What follows belongs to an exercise in optimizing a design on an open flow for small area, a short achievable clock period and few clock cycles per item; a production flow would make more cautious choices. In this exercise RTL edits were held to simulation tests only and were not proved equivalent to the original. Power is estimated from default activity; no workload was simulated.

zinc:
Design boron_enc, start of the top module:
module boron_enc (
    input  clk, rst, start, input [63:0] plain_text, input [79:0] master_key,
    output reg done, output [63:0] cipher_text
);
    reg        busy;
    reg [4:0]  rc;           
    reg [63:0] x;
    reg [79:0] k;
    wire [63:0] sp;
    wire [79:0] k_upd;
    add_round_key ark(.i_ark_msg(x), .i_ark_key(64'd0), .o_ark_cipher(sp));
    key_scheduler ks(.clk(clk), .rst(rst), .round_counter(rc + 5'd1), .i_ks_oldkey(k), .o_ks_newkey(k_upd));
    wire [79:0] k_next = busy ? k_upd : master_key;
    wire [63:0] x_next = (busy ? sp : plain_text) ^ k_next[63:0];
    always @(posedge clk) begin
        x <= x_next;
        k <= k_next;
        rc <= busy ? rc + 5'd1 : 5'd0;
    end
    always @(posedge clk) begin
        if (!rst) begin
            busy <= 1'b0;
            done <= 1'b0;
        end else begin
            done <= busy && rc == 5'd24;
            if (!busy)
                busy <= start;
            else if (rc == 5'd24)
                busy <= 1'b0;
        end
    end
    assign cipher_text = x;
endmodule
==> flow/config.mk <==
export PLATFORM = sky130hd
export DESIGN_NAME = boron_enc
export DESIGN_NICKNAME = boron_enc
export VERILOG_FILES = /design/flow/design.v
export SDC_FILE = /design/flow/constraint.sdc
export NUM_CORES = 4
export LEC_CHECK = 0
export CAP_MARGIN = 20
export CORE_MARGIN = 2
export CORE_UTILIZATION = 40
export SLEW_MARGIN = 20
==> flow/constraint.sdc <==
create_clock -name core_clock -period 5.0 [get_ports {clk}]
set_input_delay 1.0000 -clock core_clock [delete_from_list [all_inputs] [get_ports {clk}]]
set_output_delay 1.0000 -clock core_clock [all_outputs]
set_load 0.01 [all_outputs]
standard.sh (not shown) runs the stock make flow with config.mk's settings and CLKGATE_MAP_FILE= SYNTH_SCRIPT=/design/flow/synth_recipe.tcl, a recipe that flattens the netlist after the stock synthesis.
==> flow/flow/run.sh <==
#!/bin/bash
set -euo pipefail
here=$(pwd)
args=("PRE_GLOBAL_PLACE_TCL=$here/flow/ports.tcl")
if [[ -f flow/cts_args.txt ]]; then args+=("CTS_ARGS=$(cat flow/cts_args.txt)"); fi
if [[ -f flow/extra.txt ]]; then while read -r l; do [[ -n "$l" ]] && args+=("$l"); done < flow/extra.txt; fi
bash standard.sh "${args[@]}" finish > standard.log 2>&1
==> flow/flow/ports.tcl <==
# Port buffers: buf_1 on the inputs, buf_2 on the outputs (which drive the
# output load), in place of the single buffer_ports call global placement makes.
rename buffer_ports std_buffer_ports
proc buffer_ports {args} {
  std_buffer_ports -inputs -buffer_cell sky130_fd_sc_hd__buf_1
  std_buffer_ports -outputs -buffer_cell sky130_fd_sc_hd__buf_2
}
Testbench counts of zinc, summed over its fixed seeds: cycles 9,992, items 384.
Edits applied to the flow inputs when going from zinc to lagoon:
==> flow/flow/run.sh <==
#!/bin/bash
# Standard layout, with the port buffers made from buf_2 cells instead of the
# cell buffer_ports picks by default.
set -euo pipefail
bash standard.sh "BUFFER_PORTS_ARGS=-buffer_cell sky130_fd_sc_hd__buf_2" finish > standard.log 2>&1
removed: flow/flow/ports.tcl
## What came out
Of the two values seen for endpoint of the worst setup timing path, cipher_text[2] was produced by lagoon and x[3] by zinc. Compared with zinc, in lagoon power per cell area shrank by about 2%; combinational group share of total power went up. Looking at final design instance area without fill, lagoon sits 100 µm² above zinc. Measured against each other, lagoon and zinc differ in time the final worst path needs with I/O delays and setup, the lower figure coming from lagoon. According to the power report, total power for lagoon is lower than for zinc. Origin of the worst setup path: busy -> zinc, x[2] -> lagoon.
Inputs modified between lagoon and quartz:
Settings: putting SETUP_SLACK_MARGIN at 3.2 where nothing was set.
==> flow/run.sh (new file) <==
#!/bin/bash
# synth_recipe.tcl (not shown) runs the flow's synth.tcl, then flattens the netlist and writes it again
# the make line also repeats each setting of config.mk as NAME=value (left out here)
make -C /OpenROAD-flow-scripts/flow DESIGN_CONFIG=/design/flow/config.mk WORK_HOME=/design/flow/orfs CLKGATE_MAP_FILE= SYNTH_SCRIPT=/design/flow/synth_recipe.tcl finish
removed: flow/flow/run.sh
removed: flow/standard.sh
[summary]
- quartz has completed all stages; timing, DRC and antenna checks passed.
- From quartz to lagoon, synthesized-area fraction occupied by adder cells did not move at all.
- quartz vs lagoon on number of vias in the routed layout: quartz is the higher one.
- Where power is concerned, lagoon is better than quartz.
- The launch point of the critical path comes out x[7] in one run and x[2] in the other, namely in quartz and lagoon respectively.
- The number of standard cells in the final layout excluding fillers of quartz is higher than that of lagoon.
- Looking at capturing element of the worst setup path, the cipher_text[2] result is from lagoon; the x[62] one comes from quartz.
Inputs modified between quartz and indigo:
Settings: SETUP_SLACK_MARGIN now 2.6, was 3.2.
==> flow/flow/run.sh (new file) <==
#!/bin/bash
set -euo pipefail
here=$(pwd)
args=("PRE_GLOBAL_PLACE_TCL=$here/flow/ports.tcl")
if [[ -f flow/cts_args.txt ]]; then args+=("CTS_ARGS=$(cat flow/cts_args.txt)"); fi
if [[ -f flow/extra.txt ]]; then while read -r l; do [[ -n "$l" ]] && args+=("$l"); done < flow/extra.txt; fi
bash standard.sh "${args[@]}" finish > standard.log 2>&1
==> flow/flow/cts_args.txt (new file) <==
-sink_clustering_enable -repair_clock_nets -sink_clustering_size 40 -sink_clustering_max_diameter 200 -dont_use_dummy_load
==> flow/flow/ports.tcl (new file) <==
# Port buffers: buf_1 on the inputs, buf_2 on the outputs (which drive the
# output load), in place of the single buffer_ports call global placement makes.
rename buffer_ports std_buffer_ports
proc buffer_ports {args} {
  std_buffer_ports -inputs -buffer_cell sky130_fd_sc_hd__buf_1
  std_buffer_ports -outputs -buffer_cell sky130_fd_sc_hd__buf_2
}
==> flow/standard.sh (new file) <==
#!/bin/bash
# synth_recipe.tcl (not shown) runs the flow's synth.tcl, then flattens the netlist and writes it again
# the make line also repeats each setting of config.mk as NAME=value (left out here)
make -C /OpenROAD-flow-scripts/flow DESIGN_CONFIG=/design/flow/config.mk WORK_HOME=/design/flow/orfs CLKGATE_MAP_FILE= SYNTH_SCRIPT=/design/flow/synth_recipe.tcl "${@:-finish}"
removed: flow/run.sh
Results
Compared with quartz, indigo shows a sequential share of layout area that is 7.2 points higher.
Row share of cell area taken by multi-input logic gates: indigo higher / quartz lower
quartz vs indigo, leading cell type in the layout, fill and taps excluded: sky130_fd_sc_hd__clkdlybuf4s50_1 vs sky130_fd_sc_hd__dfxtp_1
Taking indigo over quartz, the power ratio works out to 0.66.

==> what the ideal ports hide <==
In the flow no input, the clock included, has a driving cell. The finished layouts below were timed again as built, in two steps.
Step 1: set_driving_cell puts a clkbuf_16 on clk and a buf_2 on each other input, an assumption about the parent block.
Step 2 adds t to the input delays and takes it off the output delays; t is the mean of the earliest and latest rising clock arrival at the registers after step 1. Input paths then give back, and output paths get back, about the clock's delay inside the block.
Slacks: ideal / step 1 / step 2; pairs: ideal / step 1.
| run | t (ns) | setup slack, ns | worst setup path at the end | latest minus earliest clock arrival (ns) | slew at the worst register clock pin (ns) |
|---|---|---|---|---|---|
| zinc | 0.463 | 2.743 / 2.705 / 2.743 | register to register | 0.013 / 0.013 | 0.07 / 0.07 |
| lagoon | 0.466 | 2.795 / 2.749 / 2.887 | register to register | 0.009 / 0.009 | 0.06 / 0.06 |
| quartz | 0.470 | 3.038 / 3.023 / 2.908 | input to register | 0.009 / 0.009 | 0.07 / 0.07 |
| indigo | 0.451 | 2.723 / 2.721 / 2.723 | register to register | 0.018 / 0.018 | 0.06 / 0.06 |
After both steps every run listed still meets setup and hold. The setup slack of quartz, which loses most, moves by -0.015 ns with the drivers and by -0.130 ns with both steps.
